From an optimization exercise on the open Yosys and OpenROAD flow, aimed at small area and a short achievable clock period; shortcuts taken in it are not production practice. RTL that was checked went through simulation tests only; none was proved equivalent to the original. No functional check of the RTL was part of runs 1 and 2. Power is estimated from default activity; no workload was simulated.

[flow/config.mk]
export PLATFORM = sky130hd
export DESIGN_NAME = core_pipeline
export DESIGN_NICKNAME = core_pipeline
export VERILOG_FILES = /design/flow/design.v
export SDC_FILE = /design/flow/constraint.sdc
export NUM_CORES = 4
export LEC_CHECK = 0
export CAP_MARGIN = 20
export CORE_MARGIN = 2
export CORE_UTILIZATION = 55
export PLACE_DENSITY = 0.65
export SETUP_SLACK_MARGIN = 3.6
export SLEW_MARGIN = 20
export SYNTH_HIERARCHICAL = 1
export TNS_END_PERCENT = 0
export BUFFER_PORTS_ARGS = -buffer_cell sky130_fd_sc_hd__buf_4
[flow/constraint.sdc]
create_clock -name core_clock -period 7.0 [get_ports {i_clk}]
set_input_delay 1.4000 -clock core_clock [delete_from_list [all_inputs] [get_ports {i_clk}]]
set_output_delay 1.4000 -clock core_clock [all_outputs]
set_load 0.01 [all_outputs]
[flow/design.v]
`timescale 1ns / 1ps
module rf_read_port
    #(parameter DATA_SIZE = 32, parameter GATED = 32)
    (
    input wire [8 * DATA_SIZE - 1:0] i_rf,
    input wire [7:0] i_sel,
    input wire i_fwd_res,
    input wire [DATA_SIZE - 1:0] i_wr_result,
    input wire i_fwd_ld,
    input wire [DATA_SIZE - 1:0] i_data,
    input wire i_en,
    output reg [DATA_SIZE - 1:0] o_value,
    output wire [GATED - 1:0] o_gated
    );
    integer k;
    always @(*)
    begin
        o_value = ({DATA_SIZE{i_fwd_res}} & i_wr_result) | ({DATA_SIZE{i_fwd_ld}} & i_data);
        for (k = 0; k < 8; k = k + 1)
            o_value = o_value | ({DATA_SIZE{i_sel[k]}} & i_rf[k * DATA_SIZE +: DATA_SIZE]);
    end
    assign o_gated = {GATED{i_en}} & o_value[GATED - 1:0];
endmodule
module zero_detect
    #(parameter DATA_SIZE = 32)
    (
    input wire [DATA_SIZE - 1:0] i_x,
    output wire o_zero
    );
    assign o_zero = ~|i_x;
endmodule
module add_unit
    #(parameter DATA_SIZE = 32)
    (
    input wire [DATA_SIZE - 1:0] i_q,
    input wire [DATA_SIZE - 1:0] i_p,
    input wire i_sub,
    output wire [DATA_SIZE - 1:0] o_sum,
    output wire [DATA_SIZE - 1:0] o_and,
    output wire [DATA_SIZE - 1:0] o_xor,
    output wire [DATA_SIZE - 1:0] o_nor
    );
    wire [DATA_SIZE - 1:0] c;
    wire [DATA_SIZE - 1:0] b;
    add_xor #(.DATA_SIZE(DATA_SIZE)) INV (.i_q(i_p), .i_p({DATA_SIZE{i_sub}}), .o_xor(b));
    add_xor #(.DATA_SIZE(DATA_SIZE)) PROP (.i_q(i_q), .i_p(b), .o_xor(o_xor));
    add_and #(.DATA_SIZE(DATA_SIZE)) GEN (.i_q(i_q), .i_b(b), .o_and(o_and), .o_nor(o_nor));
    add_prefix #(.DATA_SIZE(DATA_SIZE)) CARRY (.i_g(o_and), .i_p(o_xor), .i_cin(i_sub), .o_c(c));
    add_sum #(.DATA_SIZE(DATA_SIZE)) SUM (.i_p(o_xor), .i_c(c), .o_sum(o_sum));
endmodule
module add_xor
    #(parameter DATA_SIZE = 32)
    (
    input wire [DATA_SIZE - 1:0] i_q,
    input wire [DATA_SIZE - 1:0] i_p,
    output wire [DATA_SIZE - 1:0] o_xor
    );
    assign o_xor = i_q ^ i_p;
endmodule
module add_and
    #(parameter DATA_SIZE = 32)
    (
    input wire [DATA_SIZE - 1:0] i_q,
    input wire [DATA_SIZE - 1:0] i_b,
    output wire [DATA_SIZE - 1:0] o_and,
    output wire [DATA_SIZE - 1:0] o_nor
    );
    assign o_and = i_q & i_b;
    assign o_nor = ~(i_q | i_b);
endmodule
module add_prefix
    #(parameter DATA_SIZE = 32)
    (
    input wire [DATA_SIZE - 1:0] i_g,
    input wire [DATA_SIZE - 1:0] i_p,
    input wire i_cin,
    output wire [DATA_SIZE - 1:0] o_c
    );
    wire [DATA_SIZE - 1:0] g0 = {i_g[DATA_SIZE - 2:0], i_cin};
    wire [DATA_SIZE - 1:0] p0 = {i_p[DATA_SIZE - 2:0], 1'b0};
    wire [15:0] L0_T_g, L0_T_p;
    add_prefix_aoi #(.K(16), .WITH_P(1)) L0_T (
        .i_g_hi({g0[31], g0[29], g0[27], g0[25], g0[23], g0[21], g0[19], g0[17], g0[15], g0[13], g0[11], g0[9], g0[7], g0[5], g0[3], g0[1]}),
        .i_p_hi({p0[31], p0[29], p0[27], p0[25], p0[23], p0[21], p0[19], p0[17], p0[15], p0[13], p0[11], p0[9], p0[7], p0[5], p0[3], p0[1]}),
        .i_g_lo({g0[30], g0[28], g0[26], g0[24], g0[22], g0[20], g0[18], g0[16], g0[14], g0[12], g0[10], g0[8], g0[6], g0[4], g0[2], g0[0]}),
        .i_p_lo({p0[30], p0[28], p0[26], p0[24], p0[22], p0[20], p0[18], p0[16], p0[14], p0[12], p0[10], p0[8], p0[6], p0[4], p0[2], 1'b0}),
        .o_g(L0_T_g), .o_p(L0_T_p));
    wire gi_0 = ~L0_T_g[0];
    wire gi_1 = ~L0_T_g[2];
    wire gi_2 = ~L0_T_g[4];
    wire gi_3 = ~L0_T_g[6];
    wire gi_4 = ~L0_T_g[8];
    wire gi_5 = ~L0_T_g[10];
    wire gi_6 = ~L0_T_g[12];
    wire gi_7 = ~L0_T_g[14];
    wire pi_8 = ~L0_T_p[0];
    wire pi_9 = ~L0_T_p[2];
    wire pi_10 = ~L0_T_p[4];
    wire pi_11 = ~L0_T_p[6];
    wire pi_12 = ~L0_T_p[8];
    wire pi_13 = ~L0_T_p[10];
    wire pi_14 = ~L0_T_p[12];
    wire pi_15 = ~L0_T_p[14];
    wire [7:0] L1_T_g, L1_T_p;
    add_prefix_aoi #(.K(8), .WITH_P(1)) L1_T (
        .i_g_hi({g0[30], g0[26], g0[22], g0[18], g0[14], g0[10], g0[6], g0[2]}),
        .i_p_hi({p0[30], p0[26], p0[22], p0[18], p0[14], p0[10], p0[6], p0[2]}),
        .i_g_lo({gi_7, gi_6, gi_5, gi_4, gi_3, gi_2, gi_1, gi_0}),
        .i_p_lo({pi_15, pi_14, pi_13, pi_12, pi_11, pi_10, pi_9, pi_8}),
        .o_g(L1_T_g), .o_p(L1_T_p));
    wire [7:0] L1_N_g, L1_N_p;
    add_prefix_oai #(.K(8), .WITH_P(1)) L1_N (
        .i_g_hi({L0_T_g[15], L0_T_g[13], L0_T_g[11], L0_T_g[9], L0_T_g[7], L0_T_g[5], L0_T_g[3], L0_T_g[1]}),
        .i_p_hi({L0_T_p[15], L0_T_p[13], L0_T_p[11], L0_T_p[9], L0_T_p[7], L0_T_p[5], L0_T_p[3], L0_T_p[1]}),
        .i_g_lo({L0_T_g[14], L0_T_g[12], L0_T_g[10], L0_T_g[8], L0_T_g[6], L0_T_g[4], L0_T_g[2], L0_T_g[0]}),
        .i_p_lo({L0_T_p[14], L0_T_p[12], L0_T_p[10], L0_T_p[8], L0_T_p[6], L0_T_p[4], L0_T_p[2], L0_T_p[0]}),
        .o_g(L1_N_g), .o_p(L1_N_p));
    wire [7:0] L2_T_g, L2_T_p;
    add_prefix_aoi #(.K(8), .WITH_P(1)) L2_T (
        .i_g_hi({L1_N_g[7], g0[28], L1_N_g[5], g0[20], L1_N_g[3], g0[12], L1_N_g[1], g0[4]}),
        .i_p_hi({L1_N_p[7], p0[28], L1_N_p[5], p0[20], L1_N_p[3], p0[12], L1_N_p[1], p0[4]}),
        .i_g_lo({L1_N_g[6], L1_N_g[6], L1_N_g[4], L1_N_g[4], L1_N_g[2], L1_N_g[2], L1_N_g[0], L1_N_g[0]}),
        .i_p_lo({L1_N_p[6], L1_N_p[6], L1_N_p[4], L1_N_p[4], L1_N_p[2], L1_N_p[2], L1_N_p[0], L1_N_p[0]}),
        .o_g(L2_T_g), .o_p(L2_T_p));
    wire gi_16 = ~L1_N_g[0];
    wire gi_17 = ~L1_N_g[2];
    wire gi_18 = ~L1_N_g[4];
    wire gi_19 = ~L1_N_g[6];
    wire pi_20 = ~L1_N_p[0];
    wire pi_21 = ~L1_N_p[2];
    wire pi_22 = ~L1_N_p[4];
    wire pi_23 = ~L1_N_p[6];
    wire [7:0] L2_N_g, L2_N_p;
    add_prefix_oai #(.K(8), .WITH_P(1)) L2_N (
        .i_g_hi({L1_T_g[7], L0_T_g[14], L1_T_g[5], L0_T_g[10], L1_T_g[3], L0_T_g[6], L1_T_g[1], L0_T_g[2]}),
        .i_p_hi({L1_T_p[7], L0_T_p[14], L1_T_p[5], L0_T_p[10], L1_T_p[3], L0_T_p[6], L1_T_p[1], L0_T_p[2]}),
        .i_g_lo({gi_19, gi_19, gi_18, gi_18, gi_17, gi_17, gi_16, gi_16}),
        .i_p_lo({pi_23, pi_23, pi_22, pi_22, pi_21, pi_21, pi_20, pi_20}),
        .o_g(L2_N_g), .o_p(L2_N_p));
    wire gi_24 = ~L2_T_g[1];
    wire gi_25 = ~L2_T_g[5];
    wire pi_26 = ~L2_T_p[1];
    wire pi_27 = ~L2_T_p[5];
    wire [7:0] L3_T_g, L3_T_p;
    add_prefix_aoi #(.K(8), .WITH_P(1)) L3_T (
        .i_g_hi({L2_N_g[7], L2_N_g[6], L1_N_g[6], g0[24], L2_N_g[3], L2_N_g[2], L1_N_g[2], g0[8]}),
        .i_p_hi({L2_N_p[7], L2_N_p[6], L1_N_p[6], p0[24], L2_N_p[3], L2_N_p[2], L1_N_p[2], p0[8]}),
        .i_g_lo({gi_25, gi_25, gi_25, gi_25, gi_24, gi_24, gi_24, gi_24}),
        .i_p_lo({pi_27, pi_27, pi_27, pi_27, pi_26, pi_26, pi_26, pi_26}),
        .o_g(L3_T_g), .o_p(L3_T_p));
    wire [7:0] L3_N_g, L3_N_p;
    add_prefix_oai #(.K(8), .WITH_P(1)) L3_N (
        .i_g_hi({L2_T_g[7], L2_T_g[6], L1_T_g[6], L0_T_g[12], L2_T_g[3], L2_T_g[2], L1_T_g[2], L0_T_g[4]}),
        .i_p_hi({L2_T_p[7], L2_T_p[6], L1_T_p[6], L0_T_p[12], L2_T_p[3], L2_T_p[2], L1_T_p[2], L0_T_p[4]}),
        .i_g_lo({L2_T_g[5], L2_T_g[5], L2_T_g[5], L2_T_g[5], L2_T_g[1], L2_T_g[1], L2_T_g[1], L2_T_g[1]}),
        .i_p_lo({L2_T_p[5], L2_T_p[5], L2_T_p[5], L2_T_p[5], L2_T_p[1], L2_T_p[1], L2_T_p[1], L2_T_p[1]}),
        .o_g(L3_N_g), .o_p(L3_N_p));
    wire [7:0] L4_T_g, L4_T_p;
    add_prefix_aoi #(.K(8), .WITH_P(0)) L4_T (
        .i_g_hi({L3_N_g[7], L3_N_g[6], L3_N_g[5], L3_N_g[4], L2_N_g[5], L2_N_g[4], L1_N_g[4], g0[16]}),
        .i_p_hi({L3_N_p[7], L3_N_p[6], L3_N_p[5], L3_N_p[4], L2_N_p[5], L2_N_p[4], L1_N_p[4], p0[16]}),
        .i_g_lo({L3_N_g[3], L3_N_g[3], L3_N_g[3], L3_N_g[3], L3_N_g[3], L3_N_g[3], L3_N_g[3], L3_N_g[3]}),
        .i_p_lo({L3_N_p[3], L3_N_p[3], L3_N_p[3], L3_N_p[3], L3_N_p[3], L3_N_p[3], L3_N_p[3], L3_N_p[3]}),
        .o_g(L4_T_g), .o_p(L4_T_p));
    wire gi_28 = ~L3_N_g[3];
    wire pi_29 = ~L3_N_p[3];
    wire [7:0] L4_N_g, L4_N_p;
    add_prefix_oai #(.K(8), .WITH_P(0)) L4_N (
        .i_g_hi({L3_T_g[7], L3_T_g[6], L3_T_g[5], L3_T_g[4], L2_T_g[5], L2_T_g[4], L1_T_g[4], L0_T_g[8]}),
        .i_p_hi({L3_T_p[7], L3_T_p[6], L3_T_p[5], L3_T_p[4], L2_T_p[5], L2_T_p[4], L1_T_p[4], L0_T_p[8]}),
        .i_g_lo({gi_28, gi_28, gi_28, gi_28, gi_28, gi_28, gi_28, gi_28}),
        .i_p_lo({pi_29, pi_29, pi_29, pi_29, pi_29, pi_29, pi_29, pi_29}),
        .o_g(L4_N_g), .o_p(L4_N_p));
    assign o_c = {L4_T_g[7], L4_N_g[7], L4_N_g[6], L4_T_g[6], L4_N_g[5], L4_T_g[5], L4_T_g[4], L4_N_g[4], L4_N_g[3], L4_T_g[3], L4_T_g[2], L4_N_g[2], L4_T_g[1], L4_N_g[1], L4_N_g[0], L4_T_g[0], L3_N_g[3], L3_T_g[3], L3_T_g[2], L3_N_g[2], L3_T_g[1], L3_N_g[1], L3_N_g[0], L3_T_g[0], L2_T_g[1], L2_N_g[1], L2_N_g[0], L2_T_g[0], L1_N_g[0], L1_T_g[0], L0_T_g[0], g0[0]};
endmodule
module add_sum
    #(parameter DATA_SIZE = 32)
    (
    input wire [DATA_SIZE - 1:0] i_p,
    input wire [DATA_SIZE - 1:0] i_c,
    output wire [DATA_SIZE - 1:0] o_sum
    );
    assign o_sum = i_p ^ i_c ^ 32'h96696996;
endmodule
module add_prefix_aoi
    #(parameter K = 16, parameter WITH_P = 1)
    (
    input wire [K - 1:0] i_g_hi,
    input wire [K - 1:0] i_p_hi,
    input wire [K - 1:0] i_g_lo,
    input wire [K - 1:0] i_p_lo,
    output wire [K - 1:0] o_g,
    output wire [K - 1:0] o_p
    );
    assign o_g = ~(i_g_hi | (i_p_hi & i_g_lo));
    assign o_p = WITH_P ? ~(i_p_hi & i_p_lo) : {K{1'b0}};
endmodule
module add_prefix_oai
    #(parameter K = 16, parameter WITH_P = 1)
    (
    input wire [K - 1:0] i_g_hi,
    input wire [K - 1:0] i_p_hi,
    input wire [K - 1:0] i_g_lo,
    input wire [K - 1:0] i_p_lo,
    output wire [K - 1:0] o_g,
    output wire [K - 1:0] o_p
    );
    assign o_g = ~(i_g_hi & (i_p_hi | i_g_lo));
    assign o_p = WITH_P ? ~(i_p_hi | i_p_lo) : {K{1'b0}};
endmodule
module shift_unit
    #(parameter DATA_SIZE = 32)
    (
    input wire [DATA_SIZE - 1:0] i_q,
    input wire [4:0] i_n,
    input wire i_left,
    input wire i_arith,
    output wire [DATA_SIZE - 1:0] o_value,
    output wire o_fill
    );
    assign o_fill = i_arith & i_q[DATA_SIZE - 1];
    wire [3:0] a = 4'b0001 << i_n[1:0];
    wire [3:0] b = 4'b0001 << i_n[3:2];
    wire [DATA_SIZE - 1:0] x1, x2;
    shift_step_a #(.DATA_SIZE(DATA_SIZE)) STEP_A (
        .i_x(i_q), .i_fill(o_fill), .i_sel_r(a & {4{~i_left}}), .i_sel_l(a & {4{i_left}}), .o_y(x1));
    shift_step_b #(.DATA_SIZE(DATA_SIZE)) STEP_B (
        .i_x(x1), .i_fill(o_fill), .i_sel(b), .o_y(x2));
    shift_step_c #(.DATA_SIZE(DATA_SIZE)) STEP_C (
        .i_x(x2), .i_fill(o_fill), .i_n4(i_n[4]), .o_y(o_value));
endmodule
module shift_step_a
    #(parameter DATA_SIZE = 32)
    (
    input wire [DATA_SIZE - 1:0] i_x,
    input wire i_fill,
    input wire [3:0] i_sel_r,
    input wire [3:0] i_sel_l,
    output reg [DATA_SIZE - 1:0] o_y
    );
    integer i, k;
    always @(*)
    begin
        for (i = 0; i < DATA_SIZE; i = i + 1)
        begin
            o_y[i] = 1'b0;
            for (k = 0; k < 4; k = k + 1)
                if (i + k < DATA_SIZE)
                    o_y[i] = o_y[i] | (i_sel_r[k] & i_x[i + k]) | (i_sel_l[k] & i_x[DATA_SIZE - 1 - i - k]);
                else
                    o_y[i] = o_y[i] | (i_sel_r[k] & i_fill);
        end
    end
endmodule
module shift_step_b
    #(parameter DATA_SIZE = 32)
    (
    input wire [DATA_SIZE - 1:0] i_x,
    input wire i_fill,
    input wire [3:0] i_sel,
    output reg [DATA_SIZE - 1:0] o_y
    );
    integer i, k;
    always @(*)
    begin
        for (i = 0; i < DATA_SIZE; i = i + 1)
        begin
            o_y[i] = 1'b0;
            for (k = 0; k < 4; k = k + 1)
                o_y[i] = o_y[i] | (i_sel[k] & ((i + 4 * k < DATA_SIZE) ? i_x[i + 4 * k] : i_fill));
        end
    end
endmodule
module shift_step_c
    #(parameter DATA_SIZE = 32)
    (
    input wire [DATA_SIZE - 1:0] i_x,
    input wire i_fill,
    input wire i_n4,
    output wire [DATA_SIZE - 1:0] o_y
    );
    assign o_y = i_n4 ? {{(DATA_SIZE / 2){i_fill}}, i_x[DATA_SIZE - 1:DATA_SIZE / 2]} : i_x;
endmodule
`timescale 1ns / 1ps
module core_pipeline
    #(
      parameter ADDRESS_SIZE = 10,
      parameter DATA_SIZE = 32
     )
    (
    input wire i_clk,
    input wire i_rst_n,
    input wire i_sys_stop,
    input wire i_sys_start,
    input wire signed [DATA_SIZE - 1:0] i_data,
    input wire [15:0] i_instruction,
    output wire o_read,
    output wire o_write,
    output wire [ADDRESS_SIZE - 1:0] o_address,
    output wire signed [DATA_SIZE - 1:0] o_data,
    output wire [ADDRESS_SIZE - 1:0] o_program_counter
    );
    reg r_sys_halt;
    always @(posedge i_clk)
    begin
        if (i_sys_stop)
            r_sys_halt <= 1'b1;
        else if (i_sys_start)
            r_sys_halt <= 1'b0;
    end
    reg [ADDRESS_SIZE - 1:0] r_pc;      
    reg [15:0] r_ir_read;               
    reg [15:0] r_ir_exec;               
    reg        r_wr_we;                 
    reg        r_wr_load;               
    reg [2:0]  r_wr_dest;               
    reg [DATA_SIZE - 1:0] r_wr_result;  
    reg [DATA_SIZE - 1:0] r_rf [0:7];   
    wire [15:0] ir = r_ir_exec;
    wire g_alu  = ir[15:14] == 2'b11;
    wire g_brl  = ir[15:14] == 2'b01;
    wire g_mem  = ir[15:14] == 2'b00;
    wire g_ctrl = ir[15:14] == 2'b10;
    wire i_arith = g_alu & ~ir[13];
    wire i_logic = g_alu & ir[13] & ~ir[9];
    wire i_halt  = g_alu & ir[9];
    wire i_loadc = g_mem & (ir[13:12] == 2'b01);
    reg r_ex_store, r_ex_load;           
    wire i_store = r_ex_store;
    wire i_load  = r_ex_load;
    wire i_shl   = g_brl & ir[13];
    wire i_shr   = g_brl & ~ir[13];
    wire ex_we = (g_alu & ~ir[9]) | g_brl | i_loadc | i_load;
    wire [2:0] ex_dest = g_mem ? ir[10:8] : ir[8:6];
    wire [15:0] ir_rd = r_ir_read;
    wire [2:0] rd_idx_p = ir_rd[2:0];
    wire [2:0] rd_idx_q = (ir_rd[15:14] == 2'b11) ? ir_rd[5:3] :
                          (ir_rd[15:12] == 4'b0011) ? ir_rd[2:0] :
                          (ir_rd[15:14] == 2'b00) ? ir_rd[10:8] : ir_rd[8:6];
    wire rd_fwd_p = ex_we & (ex_dest == rd_idx_p);
    wire rd_fwd_q = ex_we & (ex_dest == rd_idx_q);
    reg [7:0] r_sel_p, r_sel_q;
    reg r_fwd_p_res, r_fwd_p_ld, r_fwd_q_res, r_fwd_q_ld;
    integer s;
    always @(posedge i_clk)
    begin
        if (~r_sys_halt)
        begin
            for (s = 0; s < 8; s = s + 1)
            begin
                r_sel_p[s] <= ~rd_fwd_p & (rd_idx_p == s);
                r_sel_q[s] <= ~rd_fwd_q & (rd_idx_q == s);
            end
            r_fwd_p_res <= rd_fwd_p & ~i_load;
            r_fwd_p_ld <= rd_fwd_p & i_load;
            r_fwd_q_res <= rd_fwd_q & ~i_load;
            r_fwd_q_ld <= rd_fwd_q & i_load;
        end
    end
    wire [8 * DATA_SIZE - 1:0] rf_flat = {r_rf[7], r_rf[6], r_rf[5], r_rf[4],
                                          r_rf[3], r_rf[2], r_rf[1], r_rf[0]};
    wire [DATA_SIZE - 1:0] op_p, op_q;
    wire [DATA_SIZE - 1:0] w_data_out;
    wire [ADDRESS_SIZE - 1:0] w_address_out;
    rf_read_port #(.DATA_SIZE(DATA_SIZE), .GATED(DATA_SIZE)) READ_P (
        .i_rf(rf_flat), .i_sel(r_sel_p), .i_fwd_res(r_fwd_p_res), .i_wr_result(r_wr_result),
        .i_fwd_ld(r_fwd_p_ld), .i_data(i_data), .i_en(i_store), .o_value(op_p), .o_gated(w_data_out));
    rf_read_port #(.DATA_SIZE(DATA_SIZE), .GATED(ADDRESS_SIZE)) READ_Q (
        .i_rf(rf_flat), .i_sel(r_sel_q), .i_fwd_res(r_fwd_q_res), .i_wr_result(r_wr_result),
        .i_fwd_ld(r_fwd_q_ld), .i_data(i_data), .i_en(i_load | i_store), .o_value(op_q), .o_gated(w_address_out));
    wire [DATA_SIZE - 1:0] w_wr_value = r_wr_load ? i_data : r_wr_result;
    wire sub = ~ir[13] & ir[12];
    wire [DATA_SIZE - 1:0] sum, g0, p0, n0;
    add_unit #(.DATA_SIZE(DATA_SIZE)) ADDER (
        .i_q(op_q), .i_p(op_p), .i_sub(sub),
        .o_sum(sum), .o_and(g0), .o_xor(p0), .o_nor(n0));
    wire lg_a = i_logic & (ir[11] ? ir[12] : ~ir[12]);                       
    wire lg_x = i_logic & (ir[12] ? ~(ir[11] | ir[10]) : (ir[11] | ir[10]));  
    wire lg_n = i_logic & ir[12];                                             
    function [DATA_SIZE - 1:0] rev;
        input [DATA_SIZE - 1:0] x;
        integer k;
        begin
            for (k = 0; k < DATA_SIZE; k = k + 1)
                rev[k] = x[DATA_SIZE - 1 - k];
        end
    endfunction
    wire [DATA_SIZE - 1:0] sh_r;
    wire sh_fill;
    shift_unit #(.DATA_SIZE(DATA_SIZE)) SHIFTER (
        .i_q(op_q), .i_n(g_brl ? ir[4:0] : 5'd0), .i_left(i_shl), .i_arith(ir[12]),
        .o_value(sh_r), .o_fill(sh_fill));
    wire s_add = i_arith;
    wire s_shr = (i_shr & ~ir[5]) | g_mem;
    wire s_shl = i_shl & ~ir[5];
    wire s_fill = i_shr & ir[5] & sh_fill;
    wire [DATA_SIZE - 1:0] s_shr_v = {{(DATA_SIZE - 8){s_shr}}, {8{s_shr & ~i_loadc}}};
    wire [DATA_SIZE - 1:0] result =
        ({DATA_SIZE{s_add}} & sum) |
        ({DATA_SIZE{lg_a}} & g0) | ({DATA_SIZE{lg_x}} & p0) | ({DATA_SIZE{lg_n}} & n0) |
        (s_shr_v & sh_r) | ({DATA_SIZE{s_shl}} & rev(sh_r)) |
        {{(DATA_SIZE - 8){s_fill}}, {8{s_fill}} | ({8{i_loadc}} & ir[7:0])};
    assign o_read = i_load;
    assign o_write = i_store;
    assign o_address = w_address_out;   
    assign o_data = w_data_out;         
    wire q_zero;
    zero_detect #(.DATA_SIZE(DATA_SIZE)) Q_ZERO (.i_x(op_q), .o_zero(q_zero));
    reg cond;
    always @(*)
    begin
        case (ir[11:9])
            3'd0: cond = op_q[DATA_SIZE - 1];
            3'd1: cond = ~op_q[DATA_SIZE - 1];
            3'd2: cond = q_zero;
            3'd3: cond = ~q_zero;
            default: cond = 1'b0;
        endcase
    end
    wire take = g_ctrl & (~ir[12] | cond);
    wire [ADDRESS_SIZE - 1:0] target = ir[13] ? op_p[ADDRESS_SIZE - 1:0] :
        r_pc + {{(ADDRESS_SIZE - 6){ir[5]}}, ir[5:0]};
    always @(posedge i_clk, negedge i_rst_n)
    begin
        if (~i_rst_n)
            r_pc <= 0;
        else if (~r_sys_halt)
        begin
            if (take)
                r_pc <= target;
            else if (~i_halt)
                r_pc <= r_pc + 1'b1;
        end
    end
    assign o_program_counter = r_pc;
    always @(posedge i_clk, negedge i_rst_n)
    begin
        if (~i_rst_n)
        begin
            r_ir_read[15:11] <= 5'd0;
            r_ir_exec[15:11] <= 5'd0;
            r_ex_store <= 1'b0;
            r_ex_load <= 1'b0;
        end
        else if (~r_sys_halt)
        begin
            if (take)
            begin
                r_ir_read[15:11] <= 5'd0;
                r_ir_exec[15:11] <= 5'd0;
                r_ex_store <= 1'b0;
                r_ex_load <= 1'b0;
            end
            else
            begin
                r_ir_read[15:11] <= i_instruction[15:11];
                r_ir_exec[15:11] <= r_ir_read[15:11];
                r_ex_store <= (r_ir_read[15:12] == 4'b0010);
                r_ex_load <= (r_ir_read[15:12] == 4'b0011);
            end
        end
    end
    always @(posedge i_clk)
    begin
        if (~r_sys_halt)
        begin
            r_ir_read[10:0] <= i_instruction[10:0];
            r_ir_exec[10:0] <= r_ir_read[10:0];
        end
    end
    always @(posedge i_clk, negedge i_rst_n)
    begin
        if (~i_rst_n)
            r_wr_we <= 1'b0;
        else if (~r_sys_halt)
            r_wr_we <= ex_we;
    end
    always @(posedge i_clk)
    begin
        if (~r_sys_halt)
        begin
            r_wr_load <= i_load;
            r_wr_dest <= ex_dest;
            r_wr_result <= result;
        end
    end
    integer r;
    always @(posedge i_clk, negedge i_rst_n)
    begin
        if (~i_rst_n)
        begin
            for (r = 0; r < 8; r = r + 1)
                r_rf[r] <= 0;
        end
        else if (r_wr_we)
            r_rf[r_wr_dest] <= w_wr_value;
    end
endmodule
[flow/flow/run.sh]
#!/bin/bash
# Layout flow: the standard flow (standard.sh, unchanged synthesis),
# with the port buffers made of buf_4 cells instead of the slow delay-cell
# buffers the resizer otherwise picks (and cannot resize away).
set -euo pipefail
echo 'export BUFFER_PORTS_ARGS = -buffer_cell sky130_fd_sc_hd__buf_4' >> config.mk
bash standard.sh > standard_flow.log 2>&1
[flow/standard.sh]
#!/bin/bash
# synth_recipe.tcl (not shown) runs the flow's synth.tcl, then flattens the netlist and writes it again
# the make line also repeats each setting of config.mk as NAME=value (left out here)
make -C /OpenROAD-flow-scripts/flow DESIGN_CONFIG=/design/flow/config.mk WORK_HOME=/design/flow/orfs CLKGATE_MAP_FILE= SYNTH_SCRIPT=/design/flow/synth_recipe.tcl "${@:-finish}"
==> impl_results.md, run 1 <==
- Syn Nets: 2682
- Area growth syn-to-layout: 16.4%
- Num CTS Buffers: 41
- Peak VDD IR: 0.000385 V
- Final setup TNS: 0 ps
- IO Port Bufs: 105
- Nets@finish: 2786
- Final hold viol count: 0
- Core footprint: 42900 um^2
- Mapped Cells: 2619
- Gpl congestion: 0.985
- Fraction of layout cells with a size suffix above 1: 21.9%
- Combinational power share: 54.7%
- Post-layout min period: 4120 ps
- Clock Power Share: 15.6%
- DRT iter0 DRCs: 3580
- Most frequent cells in the layout: a22oi_1, nand2_1, dfrtp_1
- Die height: 212 um
- RSZ-0062 raised after global routing: true
- CP cell instances: buf_6 -> a22o_1 -> a221oi_2 -> nand4_1 -> xor2_1 -> xor2_1 -> nand2_1 -> o21ai_4 -> a21oi_4 -> buf_12 -> o21ai_4 -> buf_12 -> a21oi_4 -> xnor2_2 -> nand2_1 -> a21oi_2 -> a221oi_2 -> nand2_1
- Worst slew pin tran: 1200 ps
- Top cell by count, worst path: nand2_1
- Largest net degree at the start of global routing: 138
- Crit-path max FO: 6
- All-layer global routing usage: 43.0%
- FF-to-FF Start: r_sel_p[5]$_DFFE_PN_
- Final Cell Area: 27700 um^2
- Initial antenna violation count: 3
- Final worst slack: 2880 ps
- R2r endpoint: r_wr_result[26]$_DFFE_PN_
- Switching power: 6270 uW
- Die W: 212 um
- Commonest non-fill, non-tap cell in the layout: a22oi_1
- Sw frac: 46.4%
- Die ar.: 44900 um^2
- Setup-failing EPs final: 0
- Root Driver: clkbuf_16
- Status: finished clean
- # IOs: 106
- Worst clock skew: 30.0 ps
- Clock Sinks: 358
- Dpl hpwl: 60600 um
- Internal power: 7240 uW
- Yosys warning count: 12
- Area of placed instances: 24900 um^2
- First-pass GRT wire length: 145000 um
- Buf/Inv on CP: 3
- Slowest CP cell: xor2_1
- Drt first pass iters: 6
- Setup crit start kind: input pin
- # hold bufs at CTS: 0
- Setup WS pre-CTS: 1610 ps
- Reg clk slew, reported paths: 60 ps
- Max-slew violations: 0
- Reg2reg setup slack: 2950 ps
- Max_slew headroom: 20.0%
- Worst Path Arrival: 4440 ps
- Worst reg2reg path depth: 18
- Setup Crit Path Kind: in2reg
- Util after Layout: 64.5%
- Clock Latency Late Sink: 590 ps
- Initial Utilization: 55.5%
- Final WL: 97400 um
- H-tree depth: 2
- Pleak: 0.0108 uW
- Fin crit share: 58.9%
- Pwr/cell area: 488 nW/um^2
- Remaining global-route overflow: 0
- Worst Hold Class: reg2reg
- Max Clock Freq: 243 MHz
- Max incr delay on CP: 300 ps
- CP delay by family, top: compound AO/OA/AOI/OAI gates
- Post-Syn Area: 23800 um^2
- Synthesized area per cell: 9.08 um^2
- Min-Delay Endpoint: r_ir_read[11]$_DFFE_PN0N_
- Filler cells: 3545
- Detailed-route vias per instance: 7.19
- Final ANT Viol Nets: 0
- CTS max path bufs: 3
- TritonCTS clock tree: built
- Worst Hold Launch: r_ir_read[11]$_DFFE_PN0N_
- # DRC: 0
- Crit end category: flip-flop
- Reg power frac: 29.8%
- Min-Delay Path Depth: 2
- Via count: 23989
- CP required: 7320 ps
- # rows: 76
- Max Cap Viol: 0
- WL/cell: 29.2 um
- Antenna cells: 0
- Number of global-route vias before repair: 22804
-- worst max-delay path by stage --
stage,startpoint,end,slack [ps],cells after the start
finish,i_data[1],r_wr_result[26]$_DFFE_PN_,2880,18
global route,i_data[1],r_wr_result[26]$_DFFE_PN_,2650,18
CTS,i_data[1],r_wr_result[26]$_DFFE_PN_,3030,18
detailed placement,i_data[8],r_wr_result[20]$_DFFE_PN_,1610,16
global placement,i_data[2],r_wr_result[30]$_DFFE_PN_,1720,17
floorplan,i_data[0],r_wr_result[29]$_DFFE_PN_,2650,16
-- flip-flops by register name, indices dropped and copies added (netlist names) --
signal	count
r_wr_dest	3
r_sys_halt	1
r_sel_q	8
r_wr_we	1
r_wr_result	32
r_wr_load	1
r_ex_store	1
r_rf	256
r_ex_load	1
r_fwd_p_res	1
r_fwd_p_ld	1
r_fwd_q_res	1
r_ir_exec	16
r_ir_read	16
r_pc	10
r_fwd_q_ld	1
r_sel_p	8
-- area by class of cell --
type	instances	area, um^2	share of cell area, %
clock buffer	60	1180	4.26
clock inverter	12	97.6	0.353
inverter	41	158	0.570
multi-input combinational	1998	13900	50.3
sequential	358	9340	33.8
tap	585	732	2.64
timing repair buffer	283	2240	8.08
-- per-layer routing --
metal  part of all wire, %  global-route usage [%]  vias up
li1                      -                       -    10210
met1                    39                    58.1    11584
met2                    42                    62.3     1794
met3                    13                    12.1      397
met4                   6.1                    23.6        4
met5                 0.024                       0        -
-- worst reg2reg max path: cells and delay by family (launching register included) --
family          cells  cell delay (ps)
flops               1              500
simple gates        4              590
xor+xnor            3              690
compound gates      8             1390
buf+inv             3              640
-- repair_timing --
| item | 4_1_cts | 5_1_grt |
|---|---|---|
| pin swaps | 65 | 22 |
| setup buffers | 95 | 11 |
| resized for setup | 77 | 31 |
| endpoints found under the setup margin | 96 | 96 |
| endpoints found under the hold margin | 0 | 0 |
-- metrics by stage --
stage | total power, uW | std cells | hold WS, ps
2_1_floorplan | 8440 | 2619 | 420
3_3_place_gp | 10300 | 3157 | 472
3_5_place_dp | 10400 | 3159 | 472
4_1_cts | 13100 | 3326 | 488
5_1_grt | 14200 | 3337 | 495
6_report | 13500 | 3337 | 489
-- power groups by stage --
stage | Clock, uW | Sequential, uW | Combinational [uW]
4_1_cts | 2110 | 3970 | 7000
3_5_place_dp | 0 | 4010 | 6400
2_1_floorplan | 0 | 3730 | 4710
6_report | 2100 | 4020 | 7390
3_3_place_gp | 0 | 3980 | 6300
5_1_grt | 2200 | 4110 | 7910
==> run 2, diff against run 1 <==
--- a/flow/design.v
+++ b/flow/design.v
@@ -9,16 +9,54 @@
     input wire i_fwd_ld,
     input wire [DATA_SIZE - 1:0] i_data,
     input wire i_en,
-    output reg [DATA_SIZE - 1:0] o_value,
+    output wire [DATA_SIZE - 1:0] o_value,
     output wire [GATED - 1:0] o_gated
     );
-    integer k;
-    always @(*)
-    begin
-        o_value = ({DATA_SIZE{i_fwd_res}} & i_wr_result) | ({DATA_SIZE{i_fwd_ld}} & i_data);
-        for (k = 0; k < 8; k = k + 1)
-            o_value = o_value | ({DATA_SIZE{i_sel[k]}} & i_rf[k * DATA_SIZE +: DATA_SIZE]);
-    end
+    wire [3 * DATA_SIZE - 1:0] t;
+    rf_read_terms #(.DATA_SIZE(DATA_SIZE)) TERMS (
+        .i_rf(i_rf), .i_sel(i_sel), .i_fwd_res(i_fwd_res), .i_wr_result(i_wr_result), .o_t(t));
+    rf_read_final #(.DATA_SIZE(DATA_SIZE), .GATED(GATED)) FINAL (
+        .i_t(t), .i_fwd_ld(i_fwd_ld), .i_data(i_data), .i_en(i_en),
+        .o_value(o_value), .o_gated(o_gated));
+endmodule
+module rf_read_terms
+    #(parameter DATA_SIZE = 32)
+    (
+    input wire [8 * DATA_SIZE - 1:0] i_rf,
+    input wire [7:0] i_sel,
+    input wire i_fwd_res,
+    input wire [DATA_SIZE - 1:0] i_wr_result,
+    output wire [3 * DATA_SIZE - 1:0] o_t
+    );
+    wire [DATA_SIZE - 1:0] r0 = i_rf[0 * DATA_SIZE +: DATA_SIZE];
+    wire [DATA_SIZE - 1:0] r1 = i_rf[1 * DATA_SIZE +: DATA_SIZE];
+    wire [DATA_SIZE - 1:0] r2 = i_rf[2 * DATA_SIZE +: DATA_SIZE];
+    wire [DATA_SIZE - 1:0] r3 = i_rf[3 * DATA_SIZE +: DATA_SIZE];
+    wire [DATA_SIZE - 1:0] r4 = i_rf[4 * DATA_SIZE +: DATA_SIZE];
+    wire [DATA_SIZE - 1:0] r5 = i_rf[5 * DATA_SIZE +: DATA_SIZE];
+    wire [DATA_SIZE - 1:0] r6 = i_rf[6 * DATA_SIZE +: DATA_SIZE];
+    wire [DATA_SIZE - 1:0] r7 = i_rf[7 * DATA_SIZE +: DATA_SIZE];
+    assign o_t[0 * DATA_SIZE +: DATA_SIZE] = ~(({DATA_SIZE{i_sel[0]}} & r0) | ({DATA_SIZE{i_sel[1]}} & r1) |
+                                               ({DATA_SIZE{i_sel[2]}} & r2));
+    assign o_t[1 * DATA_SIZE +: DATA_SIZE] = ~(({DATA_SIZE{i_sel[3]}} & r3) | ({DATA_SIZE{i_sel[4]}} & r4) |
+                                               ({DATA_SIZE{i_sel[5]}} & r5));
+    assign o_t[2 * DATA_SIZE +: DATA_SIZE] = ~(({DATA_SIZE{i_sel[6]}} & r6) | ({DATA_SIZE{i_sel[7]}} & r7) |
+                                               ({DATA_SIZE{i_fwd_res}} & i_wr_result));
+endmodule
+module rf_read_final
+    #(parameter DATA_SIZE = 32, parameter GATED = 32)
+    (
+    input wire [3 * DATA_SIZE - 1:0] i_t,
+    input wire i_fwd_ld,
+    input wire [DATA_SIZE - 1:0] i_data,
+    input wire i_en,
+    output wire [DATA_SIZE - 1:0] o_value,
+    output wire [GATED - 1:0] o_gated
+    );
+    wire [DATA_SIZE - 1:0] d_n = ~({DATA_SIZE{i_fwd_ld}} & i_data);
+    wire [DATA_SIZE - 1:0] all_n = i_t[0 * DATA_SIZE +: DATA_SIZE] & i_t[1 * DATA_SIZE +: DATA_SIZE] &
+                                   i_t[2 * DATA_SIZE +: DATA_SIZE];
+    assign o_value = ~(all_n & d_n);
     assign o_gated = {GATED{i_en}} & o_value[GATED - 1:0];
 endmodule
 module zero_detect
==> impl_results.md, run 2 <==
- M1 GR Usage: 57.5% (was 58.1%)
- RSZ-0062 raised after global routing: true (unchanged)
- Util after Layout: 67.1% (was 64.5%)
- IO Port Bufs: 105 (unchanged)
- Worst Path Arrival: 4270 ps (was 4440 ps)
- Status: finished clean (unchanged)
- Fraction of layout cells with a size suffix above 1: 23.9% (was 21.9%)
- Area growth syn-to-layout: 20.8% (was 16.4%)
- Root Driver: clkbuf_16 (unchanged)
- Drt first pass iters: 14 (was 6)
- Gpl congestion: 1.04 (was 0.985)
- Reg2reg setup slack: 3010 ps (was 2950 ps)
- CP required: 7280 ps (was 7320 ps)
- Fin crit share: 57.0% (was 58.9%)
- Nets@finish: 2810 (was 2786)
- Crit-path max FO: 8 (was 6)
- Detailed-route vias per instance: 7.36 (was 7.19)
- Synthesized area per cell: 9.11 um^2 (was 9.08 um^2)
- Largest registers: r_rf x256, r_wr_result x32 (unchanged)
- Area of the multi-input gates: 13300 um^2 (was 13900 um^2)
- Largest net degree at the start of global routing: 156 (was 138)
- Die W: 210 um (was 212 um)
- Max_slew headroom: 23.2% (was 20.0%)
- Syn Nets: 2615 (was 2682)
- # DRC: 0 (unchanged)
- # rows: 75 (was 76)
- Max-slew violations: 0 (unchanged)
- Setup crit start kind: flip-flop (was input pin)
- Remaining global-route overflow: 0 (unchanged)
- Crit end category: flip-flop (unchanged)
- Setup Crit Path Kind: reg2reg (was in2reg)
- Peak VDD IR: 0.000287 V (was 0.000385 V)
- Top reg by flops: r_rf (unchanged)
- Yosys warning count: 10 (was 12)
- Most frequent cells in the layout: nand2_1, buf_4, dfrtp_1 (was a22oi_1, nand2_1, dfrtp_1)
- Clock Latency Late Sink: 590 ps (about the same)
- Register Area: 9340 um^2 (unchanged)
- Worst Hold Class: reg2reg (unchanged)
- Most Crowded Layer GR: met2 (unchanged)
- Commonest non-fill, non-tap cell in the layout: nand2_1 (was a22oi_1)
- Final setup TNS: 0 ps (unchanged)
- CTS max path bufs: 3 (unchanged)
- Initial Utilization: 55.6% (was 55.5%)
- Setup WS pre-CTS: 2020 ps (was 1610 ps)
- GRT met2 Usage: 62.3% (about the same)
- Max Cap Viol: 0 (unchanged)
- # IOs: 106 (unchanged)
- Mapped Cells: 2552 (was 2619)
- Dpl hpwl: 59700 um (was 60600 um)
- Die height: 210 um (was 212 um)
- Final WL: 98500 um (was 97400 um)
- Setup-failing EPs final: 0 (unchanged)
- Final hold viol count: 0 (unchanged)
- Worst clock skew: 33.3 ps (was 30.0 ps)
- Post-Syn Area: 23300 um^2 (was 23800 um^2)
- Filler cells: 3394 (was 3545)
- Post-layout min period: 3990 ps (was 4120 ps)
- First-pass GRT wire length: 143000 um (was 145000 um)
- Core footprint: 41900 um^2 (was 42900 um^2)
- Number of global-route vias before repair: 22939 (was 22804)
- H-tree depth: 2 (unchanged)
- WL/cell: 29.7 um (was 29.2 um)
- DRT iter0 DRCs: 5071 (was 3580)
- Initial antenna violation count: 1 (was 3)
- Number of flip-flops in the largest register: 256 (unchanged)
- TritonCTS clock tree: built (unchanged)
- Die ar.: 44000 um^2 (was 44900 um^2)
- Pleak: 0.0111 uW (was 0.0108 uW)
- Pwr/cell area: 500 nW/um^2 (was 488 nW/um^2)
- Max Clock Freq: 251 MHz (was 243 MHz)
- Final ANT Viol Nets: 0 (unchanged)
- Grt met3 use: 13.8% (was 12.1%)
- Final worst slack: 3010 ps (was 2880 ps)
- Via count: 24429 (was 23989)
- Reg clk slew, reported paths: 60 ps (about the same)
- Worst slew pin tran: 1150 ps (was 1200 ps)
- Num CTS Buffers: 40 (was 41)
- Clock Sinks: 358 (unchanged)
- All-layer global routing usage: 43.3% (was 43.0%)
[run 2: final timing paths]
check,from,to,cells after the start
worst max-delay path,r_sel_q[1]$_DFFE_PN_,r_wr_result[0]$_DFFE_PN_,15
worst min-delay path,r_ir_read[7]$_DFFE_PN_,r_ir_exec[7]$_DFFE_PN_,0
worst max register to register,r_sel_q[1]$_DFFE_PN_,r_wr_result[0]$_DFFE_PN_,15
worst min register to register,r_ir_read[7]$_DFFE_PN_,r_ir_exec[7]$_DFFE_PN_,0
max in group asynchronous,i_rst_n,r_rf[6][30]$_DFFE_PN0P_,2
min in group asynchronous,i_rst_n,r_rf[3][7]$_DFFE_PN0P_,1
[run 2: worst max-delay path, stage by stage (launching register included)]
cell and delay (ps):
edfxtp_1 380, buf_6 170, bufbuf_16 300, a222oi_1 500, nand4_1 180, buf_4 210
buf_4 160, buf_4 160, a22oi_1 160, nand4_1 220, buf_4 210, a22oi_1 130
nand2_1 120, mux2_4 330, a221oi_1 320, nand4_1 140
[run 2: repair_timing]
item | in CTS | in global routing
hold endpoints to repair | 0 | 0
pin swaps | 135 | 83
hold buffers | 0 | 0
setup buffers | 173 | 34
resized for setup | 114 | 55
gates cloned | 4 | 1
setup endpoints to repair | 96 | 96
[run 2: area by class of cell]
class / count / share of cell area [%]
diodes: 1 / 0.00891
clock buffers: 62 / 4.48
clock inverters: 12 / 0.468
inverters: 41 / 0.566
multi-input cells: 1931 / 47.5
flip-flops and latches: 358 / 33.3
well taps: 539 / 2.40
repair buffers: 375 / 11.4
[run 2: power by group]
group          switching [uW]  internal (uW)
logic                    4610           3220
registers                 878           3100
clock network             921           1320
total                    6400           7640
[run 2: through the flow]
stage,total power [uW],cells,hold WS (ps),area [um^2]
detailed placement,10200,3031,442,24000
floorplan,8250,2552,420,23300
global placement,10100,3030,437,24000
global route,14700,3318,486,28100
CTS,13300,3282,456,27500
finish,14000,3319,458,28100
[run 2: routing by layer]
metal | routed length, um | up-vias
li1 | - | 10245
met4 | 6220 | 0
met2 | 41400 | 2049
met1 | 37100 | 11705
met5 | 0 | -
met3 | 13800 | 430
==> run 3, diff against run 2 <==
--- a/flow/design.v
+++ b/flow/design.v
@@ -319,6 +319,37 @@
     );
     assign o_y = i_n4 ? {{(DATA_SIZE / 2){i_fill}}, i_x[DATA_SIZE - 1:DATA_SIZE / 2]} : i_x;
 endmodule
+module result_rest
+    #(parameter DATA_SIZE = 32)
+    (
+    input wire [DATA_SIZE - 1:0] i_and,
+    input wire [DATA_SIZE - 1:0] i_xor,
+    input wire [DATA_SIZE - 1:0] i_nor,
+    input wire i_sel_and,
+    input wire i_sel_xor,
+    input wire i_sel_nor,
+    input wire [DATA_SIZE - 1:0] i_const,
+    output wire [DATA_SIZE - 1:0] o_rest_n
+    );
+    assign o_rest_n = ~(({DATA_SIZE{i_sel_and}} & i_and) | ({DATA_SIZE{i_sel_xor}} & i_xor) |
+                        ({DATA_SIZE{i_sel_nor}} & i_nor) | i_const);
+endmodule
+module result_final
+    #(parameter DATA_SIZE = 32)
+    (
+    input wire [DATA_SIZE - 1:0] i_rest_n,
+    input wire [DATA_SIZE - 1:0] i_sum,
+    input wire i_sel_sum,
+    input wire [DATA_SIZE - 1:0] i_shr,
+    input wire [DATA_SIZE - 1:0] i_sel_shr,
+    input wire [DATA_SIZE - 1:0] i_shl,
+    input wire i_sel_shl,
+    output wire [DATA_SIZE - 1:0] o_result
+    );
+    wire [DATA_SIZE - 1:0] sum_n = ~({DATA_SIZE{i_sel_sum}} & i_sum);
+    wire [DATA_SIZE - 1:0] sh_n = ~((i_sel_shr & i_shr) | ({DATA_SIZE{i_sel_shl}} & i_shl));
+    assign o_result = ~(i_rest_n & sum_n & sh_n);
+endmodule
 `timescale 1ns / 1ps
 module core_pipeline
     #(
@@ -433,11 +464,15 @@
     wire s_shl = i_shl & ~ir[5];
     wire s_fill = i_shr & ir[5] & sh_fill;
     wire [DATA_SIZE - 1:0] s_shr_v = {{(DATA_SIZE - 8){s_shr}}, {8{s_shr & ~i_loadc}}};
-    wire [DATA_SIZE - 1:0] result =
-        ({DATA_SIZE{s_add}} & sum) |
-        ({DATA_SIZE{lg_a}} & g0) | ({DATA_SIZE{lg_x}} & p0) | ({DATA_SIZE{lg_n}} & n0) |
-        (s_shr_v & sh_r) | ({DATA_SIZE{s_shl}} & rev(sh_r)) |
-        {{(DATA_SIZE - 8){s_fill}}, {8{s_fill}} | ({8{i_loadc}} & ir[7:0])};
+    wire [DATA_SIZE - 1:0] rest_n, result;
+    result_rest #(.DATA_SIZE(DATA_SIZE)) RESULT_REST (
+        .i_and(g0), .i_xor(p0), .i_nor(n0), .i_sel_and(lg_a), .i_sel_xor(lg_x), .i_sel_nor(lg_n),
+        .i_const({{(DATA_SIZE - 8){s_fill}}, {8{s_fill}} | ({8{i_loadc}} & ir[7:0])}),
+        .o_rest_n(rest_n));
+    result_final #(.DATA_SIZE(DATA_SIZE)) RESULT (
+        .i_rest_n(rest_n), .i_sum(sum), .i_sel_sum(s_add),
+        .i_shr(sh_r), .i_sel_shr(s_shr_v), .i_shl(rev(sh_r)), .i_sel_shl(s_shl),
+        .o_result(result));
     assign o_read = i_load;
     assign o_write = i_store;
     assign o_address = w_address_out;   
==> flow/flow/run.sh (replaced) <==
#!/bin/bash
# Layout flow: the standard flow (standard.sh, unchanged synthesis),
# with the port buffers made of buf_2 cells instead of the slow delay-cell
# buffers the resizer otherwise picks (and cannot resize away).
set -euo pipefail
echo 'export BUFFER_PORTS_ARGS = -buffer_cell sky130_fd_sc_hd__buf_2' >> config.mk
bash standard.sh > standard_flow.log 2>&1
--- a/flow/config.mk
+++ b/flow/config.mk
@@ -13,4 +13,4 @@
 export SLEW_MARGIN = 20
 export SYNTH_HIERARCHICAL = 1
 export TNS_END_PERCENT = 0
-export BUFFER_PORTS_ARGS = -buffer_cell sky130_fd_sc_hd__buf_4
+export BUFFER_PORTS_ARGS = -buffer_cell sky130_fd_sc_hd__buf_2
==> impl_results.md, run 3 <==
- CTS max path bufs: 3 (unchanged)
- Max_slew headroom: 29.5% (was 23.2%)
- Max-slew violations: 0 (unchanged)
- Fin crit share: 54.8% (was 57.0%)
- Clock Sinks: 358 (unchanged)
- Worst Hold Class: reg2reg (unchanged)
- Setup-failing EPs final: 0 (unchanged)
- Final Cell Area: 27000 um^2 (was 28100 um^2)
- Max Clock Freq: 261 MHz (was 251 MHz)
- Root Driver: clkbuf_16 (unchanged)
- Pleak: 0.0106 uW (was 0.0111 uW)
- Worst slew pin tran: 1060 ps (was 1150 ps)
- Post-Syn Area: 23600 um^2 (was 23300 um^2)
- Internal power: 6980 uW (was 7640 uW)
- Nets@finish: 2735 (was 2810)
- Max Cap Viol: 0 (unchanged)
- Crit end category: flip-flop (unchanged)
- Worst Path Arrival: 4140 ps (was 4270 ps)
- Top reg by flops: r_rf (unchanged)
- CP required: 7310 ps (was 7280 ps)
- # hold bufs at CTS: 0 (unchanged)
- Clock Latency Late Sink: 590 ps (about the same)
- Combinational power share: 52.5% (was 55.7%)
- Number of flip-flops in the largest register: 256 (unchanged)
- Dpl hpwl: 56000 um (was 59700 um)
- Gpl congestion: 1.01 (was 1.04)
- Peak VDD IR: 0.000289 V (was 0.000287 V)
- IO Port Bufs: 105 (unchanged)
- RSZ-0062 raised after global routing: true (unchanged)
- Reg power frac: 30.6% (was 28.4%)
- FF-to-FF Start: r_sel_q[1]$_DFFE_PN_ (unchanged)
- Filler cells: 3575 (was 3394)
- Commonest non-fill, non-tap cell in the layout: nand2_1 (unchanged)
- Pwr/cell area: 474 nW/um^2 (was 500 nW/um^2)
- Syn Nets: 2618 (was 2615)
- Final WL: 92800 um (was 98500 um)
- Initial antenna violation count: 3 (was 1)
- Status: finished clean (unchanged)
- Area growth syn-to-layout: 14.4% (was 20.8%)
- Num CTS Buffers: 42 (was 40)
- Post-layout min period: 3830 ps (was 3990 ps)
- All-layer global routing usage: 41.3% (was 43.3%)
- Timing startpoint of the critical path: r_sel_q[1]$_DFFE_PN_ (unchanged)
- Setup WS pre-CTS: 1960 ps (was 2020 ps)
- Remaining global-route overflow: 0 (unchanged)
- Die ar.: 44600 um^2 (was 44000 um^2)
- Initial Utilization: 56.0% (was 55.6%)
- Fin Hold WS: 454 ps (was 458 ps)
- Clock Power Share: 16.8% (was 15.9%)
- Final ANT Viol Nets: 0 (unchanged)
- Crit-path max FO: 32 (was 8)
- Mapped Cells: 2555 (was 2552)
- H-tree depth: 2 (unchanged)
- Via count: 23795 (was 24429)
- Area of placed instances: 24000 um^2 (about the same)
- Reg clk slew, reported paths: 60 ps (about the same)
- # IOs: 106 (unchanged)
- Final Power: 12800 uW (was 14000 uW)
- First-pass GRT wire length: 139000 um (was 143000 um)
- WL/cell: 28.6 um (was 29.7 um)
- Setup Crit Path Kind: reg2reg (unchanged)
- Final hold viol count: 0 (unchanged)
- Setup crit start kind: flip-flop (unchanged)
- # rows: 75 (unchanged)
- Most frequent cells in the layout: nand2_1, dfrtp_1, nor2_1 (was nand2_1, buf_4, dfrtp_1)
- TritonCTS clock tree: built (unchanged)
- Detailed-route vias per instance: 7.34 (was 7.36)
- Worst clock skew: 24.7 ps (was 33.3 ps)
- Switching power: 5830 uW (was 6400 uW)
- Sw frac: 45.5% (was 45.6%)
- Final worst slack: 3170 ps (was 3010 ps)
- Die height: 211 um (was 210 um)
- Die W: 211 um (was 210 um)
- # DRC: 0 (unchanged)
- Worst Hold Launch: r_ir_read[3]$_DFFE_PN_ (was r_ir_read[7]$_DFFE_PN_)
- Core footprint: 42100 um^2 (was 41900 um^2)
- Fraction of layout cells with a size suffix above 1: 20.9% (was 23.9%)
- Number of global-route vias before repair: 22726 (was 22939)
- Largest registers: r_rf x256, r_wr_result x32 (unchanged)
- DRT iter0 DRCs: 4450 (was 5071)
- Yosys warning count: 10 (unchanged)
- Drt first pass iters: 11 (was 14)
- Final setup TNS: 0 ps (unchanged)
- Largest net degree at the start of global routing: 133 (was 156)
- Synthesized area per cell: 9.24 um^2 (was 9.11 um^2)
[run 3: stage by stage]
stage / utilization, % / std cells
2_1_floorplan: - / 2555
4_1_cts: 63.3 / 3227
3_5_place_dp: 57.0 / 3031
5_1_grt: 64.1 / 3244
6_report: 64.1 / 3244
3_3_place_gp: 57.0 / 3031
[run 3: cell type report]
class / instances / area, um^2 / area share, %
Clock inverter: 15 / 149 / 0.551
Multi-Input combinational cell: 1939 / 13400 / 49.7
Tap cell: 539 / 674 / 2.50
Sequential cell: 358 / 9350 / 34.6
Timing Repair Buffer: 289 / 2070 / 7.65
Inverter: 42 / 163 / 0.602
Clock buffer: 61 / 1180 / 4.38
Antenna cell: 1 / 2.50 / 0.00926
[run 3: critical path: stages, from the launching register on]
cell and delay (ps):
edfxtp_1 410, buf_6 270, a222oi_1 690, nand4_1 160, buf_4 200, buf_4 190, xor2_4 210, a21oi_2 200
o21ai_4 100, a21oi_2 210, inv_1 140, a21oi_1 210, o21ai_2 90, xor2_1 170, a22oi_1 190, nand3_1 90
[run 3: timing repair]
item | 4_1_cts | 5_1_grt
gates cloned | 0 | 0
resized for setup | 79 | 34
setup buffers | 120 | 16
setup endpoints to repair | 96 | 96
pin swaps | 100 | 36
[run 3: layer usage]
layer,part of all wire (%),routed length (um),vias up,global-route usage (%)
met2,44,41300,1803,63.7
met5,0.054,50,-,0.667
met1,37,34200,11422,52.7
li1,-,-,10138,-
met4,6.2,5750,4,22.6
met3,12,11500,428,11.6
[run 3: worst paths after layout]
kind | end | depth (start not counted) | slack [ps]
max | r_wr_result[24]$_DFFE_PN_ | 15 | 3170
min | r_ir_exec[3]$_DFFE_PN_ | 0 | 450
max reg2reg | r_wr_result[24]$_DFFE_PN_ | 15 | 3170
min reg2reg | r_ir_exec[3]$_DFFE_PN_ | 0 | 450
max in group asynchronous | r_rf[2][15]$_DFFE_PN0P_ | 2 | 4760
min in group asynchronous | r_rf[4][27]$_DFFE_PN0P_ | 1 | 780
[run 3: power groups by stage]
stage | clock network, uW | registers [uW] | logic, uW
2_1_floorplan | 0 | 3660 | 4330
3_3_place_gp | 0 | 3850 | 5700
3_5_place_dp | 0 | 3900 | 5800
4_1_cts | 2170 | 3870 | 6320
5_1_grt | 2260 | 4010 | 7220
6_report | 2160 | 3920 | 6730
==> run 4, diff against run 3 <==
==> flow/flow/run.sh (replaced) <==
#!/bin/bash
# Layout flow: the standard flow (standard.sh, unchanged synthesis),
# with the port buffers made of buf_2 cells instead of the slow delay-cell
# buffers (clkdlybuf4s50) the flow otherwise picks.
set -euo pipefail
echo 'export BUFFER_PORTS_ARGS = -buffer_cell sky130_fd_sc_hd__buf_2' >> config.mk
bash standard.sh > standard_flow.log 2>&1
==> impl_results.md, run 4 <==
- Status: finished clean (unchanged)
- Drt first pass iters: 11 (unchanged)
- Crit-path max FO: 32 (unchanged)
- Setup-failing EPs final: 0 (unchanged)
- Largest registers: r_rf x256, r_wr_result x32 (unchanged)
- Fin crit share: 54.8% (unchanged)
- Post-Syn Area: 23600 um^2 (unchanged)
- Synthesized area per cell: 9.24 um^2 (unchanged)
- Clock Sinks: 358 (unchanged)
- Final setup TNS: 0 ps (unchanged)
- Most frequent cells in the layout: nand2_1, dfrtp_1, nor2_1 (unchanged)
- Worst clock skew: 24.7 ps (unchanged)
- Final WL: 92800 um (unchanged)
- Root Driver: clkbuf_16 (unchanged)
- Number of global-route vias before repair: 22726 (unchanged)
- CP required: 7310 ps (about the same)
- # rows: 75 (unchanged)
- Max Clock Freq: 261 MHz (unchanged)
- Gpl congestion: 1.01 (unchanged)
- Largest net degree at the start of global routing: 133 (unchanged)
- Pleak: 0.0106 uW (unchanged)
- Peak VDD IR: 0.000289 V (unchanged)
- First-pass GRT wire length: 139000 um (unchanged)
- Final hold viol count: 0 (unchanged)
- Mapped Cells: 2555 (unchanged)
- Area growth syn-to-layout: 14.4% (unchanged)
- Crit end category: flip-flop (unchanged)
- Max incr delay on CP: 690 ps (about the same)
- Syn Nets: 2618 (unchanged)
- Area of placed instances: 24000 um^2 (unchanged)
- DRT iter0 DRCs: 4450 (unchanged)
- Top reg by flops: r_rf (unchanged)
- Setup Crit Path Kind: reg2reg (unchanged)
- Slowest CP cell: a222oi_1 (unchanged)
- Via count: 23795 (unchanged)
- Yosys warning count: 10 (unchanged)
- Remaining global-route overflow: 0 (unchanged)
- IO Port Bufs: 105 (unchanged)
- # IOs: 106 (unchanged)
- Dpl hpwl: 56000 um (unchanged)
- Max Cap Viol: 0 (unchanged)
- Worst slew pin tran: 1060 ps (unchanged)
- Detailed-route vias per instance: 7.34 (unchanged)
- Die W: 211 um (unchanged)
- Final Cell Area: 27000 um^2 (unchanged)
- Core footprint: 42100 um^2 (unchanged)
- RSZ-0062 raised after global routing: true (unchanged)
- Reg2reg setup slack: 3170 ps (about the same)
- H-tree depth: 2 (unchanged)
- TritonCTS clock tree: built (unchanged)
- Num CTS Buffers: 42 (unchanged)
- Worst Path Arrival: 4140 ps (about the same)
- Post-layout min period: 3830 ps (unchanged)
- Final ANT Viol Nets: 0 (unchanged)
- Initial antenna violation count: 3 (unchanged)
- Max_slew headroom: 29.5% (unchanged)
- Reg clk slew, reported paths: 60 ps (about the same)
- All-layer global routing usage: 41.3% (unchanged)
- # DRC: 0 (unchanged)
- CP cell instances: buf_6 -> a222oi_1 -> nand4_1 -> buf_4 -> buf_4 -> xor2_4 -> a21oi_2 -> o21ai_4 -> a21oi_2 -> inv_1 -> a21oi_1 -> o21ai_2 -> xor2_1 -> a22oi_1 -> nand3_1 (unchanged)
- Max-slew violations: 0 (unchanged)
- Pwr/cell area: 474 nW/um^2 (unchanged)
- Clock Latency Late Sink: 590 ps (about the same)
- Die ar.: 44600 um^2 (unchanged)
- Fraction of layout cells with a size suffix above 1: 20.9% (unchanged)
- Nets@finish: 2735 (unchanged)
- Setup crit start kind: flip-flop (unchanged)
- WL/cell: 28.6 um (unchanged)
- CP delay by family, top: compound AO/OA/AOI/OAI gates (unchanged)
- Util after Layout: 64.1% (unchanged)
- Die height: 211 um (unchanged)
- # hold bufs at CTS: 0 (unchanged)
- Initial Utilization: 56.0% (unchanged)
- Worst Hold Class: reg2reg (unchanged)
- Commonest non-fill, non-tap cell in the layout: nand2_1 (unchanged)
- Number of flip-flops in the largest register: 256 (unchanged)
- CTS max path bufs: 3 (unchanged)
- Buf/Inv on CP: 4 (unchanged)
==> run 4: path summary, 6_finish.rpt <==
path | from | to | cells past startpoint
max in group asynchronous | i_rst_n | r_rf[2][15]$_DFFE_PN0P_ | 2
min reg2reg | r_ir_read[3]$_DFFE_PN_ | r_ir_exec[3]$_DFFE_PN_ | 0
max reg2reg | r_sel_q[1]$_DFFE_PN_ | r_wr_result[24]$_DFFE_PN_ | 15
min in group asynchronous | i_rst_n | r_rf[4][27]$_DFFE_PN0P_ | 1
min | r_ir_read[3]$_DFFE_PN_ | r_ir_exec[3]$_DFFE_PN_ | 0
max | r_sel_q[1]$_DFFE_PN_ | r_wr_result[24]$_DFFE_PN_ | 15
==> run 4: area by class of cell <==
cell class,instances,area (um^2)
diodes,1,2.50
clock buffers,61,1180
clock inverters,15,149
fillers,3575,15100
inverters,42,163
multi-input cells,1939,13400
flip-flops and latches,358,9350
well taps,539,674
repair buffers,289,2070
==> run 4: what timing repair did <==
item / CTS / global route
pin swaps: 100 / 36
setup buffers: 120 / 16
hold endpoints to repair: 0 / 0
gates resized for setup: 79 / 34
endpoints found under the setup margin: 96 / 96
==> run 4: metal layers <==
| layer | global-route usage (%) | part of all wire (%) | up-vias | routed length [um] |
|---|---|---|---|---|
| met4 | 22.6 | 6.2 | 4 | 5750 |
| li1 | - | - | 10138 | - |
| met1 | 52.7 | 37 | 11422 | 34200 |
| met5 | 0.667 | 0.054 | - | 50 |
| met2 | 63.7 | 44 | 1803 | 41300 |
| met3 | 11.6 | 12 | 428 | 11500 |
==> run 4: metrics by stage <==
step	worst slack (ps)	power, uW	hold slack, ps	cells
6_report	3170	12800	454	3244
3_5_place_dp	1960	9700	437	3031
3_3_place_gp	1990	9550	435	3031
2_1_floorplan	3200	7990	419	2555
5_1_grt	3000	13500	461	3244
4_1_cts	3360	12400	452	3227
==> run 4: report_power, final <==
part / switching (uW) / internal [uW]
clock network: 908 / 1250
logic: 4100 / 2630
registers: 825 / 3100
total: 5830 / 6980
==> run 5, diff against run 4 <==
--- a/flow/config.mk
+++ b/flow/config.mk
@@ -7,8 +7,8 @@
 export LEC_CHECK = 0
 export CAP_MARGIN = 20
 export CORE_MARGIN = 2
-export CORE_UTILIZATION = 55
-export PLACE_DENSITY = 0.65
+export CORE_UTILIZATION = 50
+export PLACE_DENSITY = 0.6
 export SETUP_SLACK_MARGIN = 3.6
 export SLEW_MARGIN = 20
 export SYNTH_HIERARCHICAL = 1
==> impl_results.md, run 5 <==
- Pleak: 0.0106 uW (about the same)
- Fin Hold WS: 454 ps (about the same)
- Dpl hpwl: 55700 um (was 56000 um)
- CTS max path bufs: 3 (unchanged)
- Final WL: 92600 um (was 92800 um)
- Max Clock Freq: 266 MHz (was 261 MHz)
- Most frequent cells in the layout: nand2_1, dfrtp_1, nor2_1 (unchanged)
- Pwr/cell area: 471 nW/um^2 (was 474 nW/um^2)
- Post-layout min period: 3760 ps (was 3830 ps)
- Final Cell Area: 26900 um^2 (was 27000 um^2)
- Number of global-route vias before repair: 21993 (was 22726)
- DRT iter0 DRCs: 4231 (was 4450)
- Area growth syn-to-layout: 14.1% (was 14.4%)
- Initial antenna violation count: 3 (unchanged)
- Post-Syn Area: 23600 um^2 (unchanged)
- Final ANT Viol Nets: 0 (unchanged)
- Fraction of layout cells with a size suffix above 1: 20.4% (was 20.9%)
- Die height: 221 um (was 211 um)
- Nets@finish: 2727 (was 2735)
- Setup Crit Path Kind: reg2reg (unchanged)
- Mapped Cells: 2555 (unchanged)
- Setup-failing EPs final: 0 (unchanged)
- Crit end category: flip-flop (unchanged)
- Largest registers: r_rf x256, r_wr_result x32 (unchanged)
- Non-filler instance count after layout: 3305 (was 3244)
- TritonCTS clock tree: built (unchanged)
- Detailed-route vias per instance: 7.08 (was 7.34)
- Die ar.: 49000 um^2 (was 44600 um^2)
- Setup crit start kind: flip-flop (unchanged)
- Gpl congestion: 0.991 (was 1.01)
- # IOs: 106 (unchanged)
- Worst Hold Class: reg2reg (unchanged)
- Synthesized area per cell: 9.24 um^2 (unchanged)
- Via count: 23404 (was 23795)
- H-tree depth: 2 (unchanged)
- CP required: 7330 ps (was 7310 ps)
- Status: finished clean (unchanged)
- Max_slew headroom: 27.9% (was 29.5%)
- Root Driver: clkbuf_16 (unchanged)
- All-layer global routing usage: 36.5% (was 41.3%)
- First-pass GRT wire length: 138000 um (was 139000 um)
- Worst slew pin tran: 1080 ps (was 1060 ps)
- Number of flip-flops in the largest register: 256 (unchanged)
- Num CTS Buffers: 42 (unchanged)
- Largest net degree at the start of global routing: 149 (was 133)
- RSZ-0062 raised after global routing: true (unchanged)
- Die W: 221 um (was 211 um)
- Final setup TNS: 0 ps (unchanged)
- Syn Nets: 2618 (unchanged)
- Max Cap Viol: 0 (unchanged)
- Core footprint: 46600 um^2 (was 42100 um^2)
- Drt first pass iters: 9 (was 11)
- Peak VDD IR: 0.000289 V (about the same)
- # DRC: 0 (unchanged)
- Final hold viol count: 0 (unchanged)
- # rows: 79 (was 75)
- Commonest non-fill, non-tap cell in the layout: nand2_1 (unchanged)
- Yosys warning count: 10 (unchanged)
- Worst Path Arrival: 4090 ps (was 4140 ps)
- Filler cells: 4092 (was 3575)
- Util after Layout: 57.9% (was 64.1%)
- Placed cell count: 3098 (was 3031)
- Worst clock skew: 31.7 ps (was 24.7 ps)
- Reg clk slew, reported paths: 60 ps (about the same)
- Clock Latency Late Sink: 600 ps (was 590 ps)
- WL/cell: 28.0 um (was 28.6 um)
- Fin crit share: 53.7% (was 54.8%)
- Top reg by flops: r_rf (unchanged)
- Crit-path max FO: 32 (unchanged)
- Remaining global-route overflow: 0 (unchanged)
- Clock Sinks: 358 (unchanged)
- IO Port Bufs: 105 (unchanged)
- Area of placed instances: 24100 um^2 (was 24000 um^2)
- Initial Utilization: 50.7% (was 56.0%)
- Max-slew violations: 0 (unchanged)
## run 5: what timing repair did
action | CTS | global route
resized for setup | 63 | 26
gates cloned | 0 | 0
hold buffers | 0 | 0
setup buffers | 102 | 27
setup endpoints to repair | 96 | 96
pin swaps | 75 | 43
## run 5: where the power goes
part / total, uW / switching, uW / internal [uW]
registers: 3930 / 834 / 3100
clock network: 2260 / 943 / 1310
logic: 6510 / 3950 / 2560
total: 12700 / 5730 / 6970
## run 5: final cells by class
cell class | count | area, um^2 | share of cell area (%)
multi-input combinational | 1939 | 13300 | 49.3
sequential | 358 | 9350 | 34.7
timing repair buffer | 281 | 2010 | 7.44
clock buffer | 56 | 1150 | 4.29
tap | 607 | 759 | 2.82
clock inverter | 20 | 225 | 0.836
inverter | 42 | 165 | 0.613
antenna | 2 | 5.00 | 0.0186
## run 5: per-stage QoR
step / total power [uW] / setup slack (ps)
finish: 12700 / 3240
CTS: 12300 / 3330
detailed placement: 9670 / 2070
floorplan: 7990 / 3200
global route: 13400 / 3010
global placement: 9550 / 2130
## run 5: final timing paths
path                                                   to  slack, ps              startpoint  cells past startpoint
worst max-delay path            r_wr_result[31]$_DFFE_PN_       3240    r_sel_p[2]$_DFFE_PN_                     15
worst min-delay path               r_ir_exec[3]$_DFFE_PN_        450  r_ir_read[3]$_DFFE_PN_                      0
worst max register to register  r_wr_result[31]$_DFFE_PN_       3240    r_sel_p[2]$_DFFE_PN_                     15
worst min register to register     r_ir_exec[3]$_DFFE_PN_        450  r_ir_read[3]$_DFFE_PN_                      0
max in group asynchronous         r_rf[1][14]$_DFFE_PN0P_       4880                 i_rst_n                      2
min in group asynchronous         r_rf[3][26]$_DFFE_PN0P_        730                 i_rst_n                      1
## run 5: critical path, cell delays in order (launching register included)
cell	delay, ps
edfxtp_1	370
buf_4	320
a222oi_1	420
nand4_1	150
buf_4	190
xor2_2	230
xor2_2	270
nand2_1	140
o21ai_4	250
a21oi_4	140
o21ai_4	300
buf_12	180
a21oi_2	70
xnor2_1	120
a22oi_1	190
nand3_1	110
## run 5: per-layer routing
metal  global-route usage [%]  part of all wire (%)
met1                     48.2                    39
met5                        0                 0.024
met4                     18.1                   4.7
met3                     9.02                    11
met2                     56.0                    45

Check on run 5: ideal ports give 3.238 ns setup slack; a clkbuf_16 on the clock port and buf_2 on the inputs give 3.181 ns; moving port delays by the midpoint clock arrival (0.653 ns) as well gives 2.790 ns.
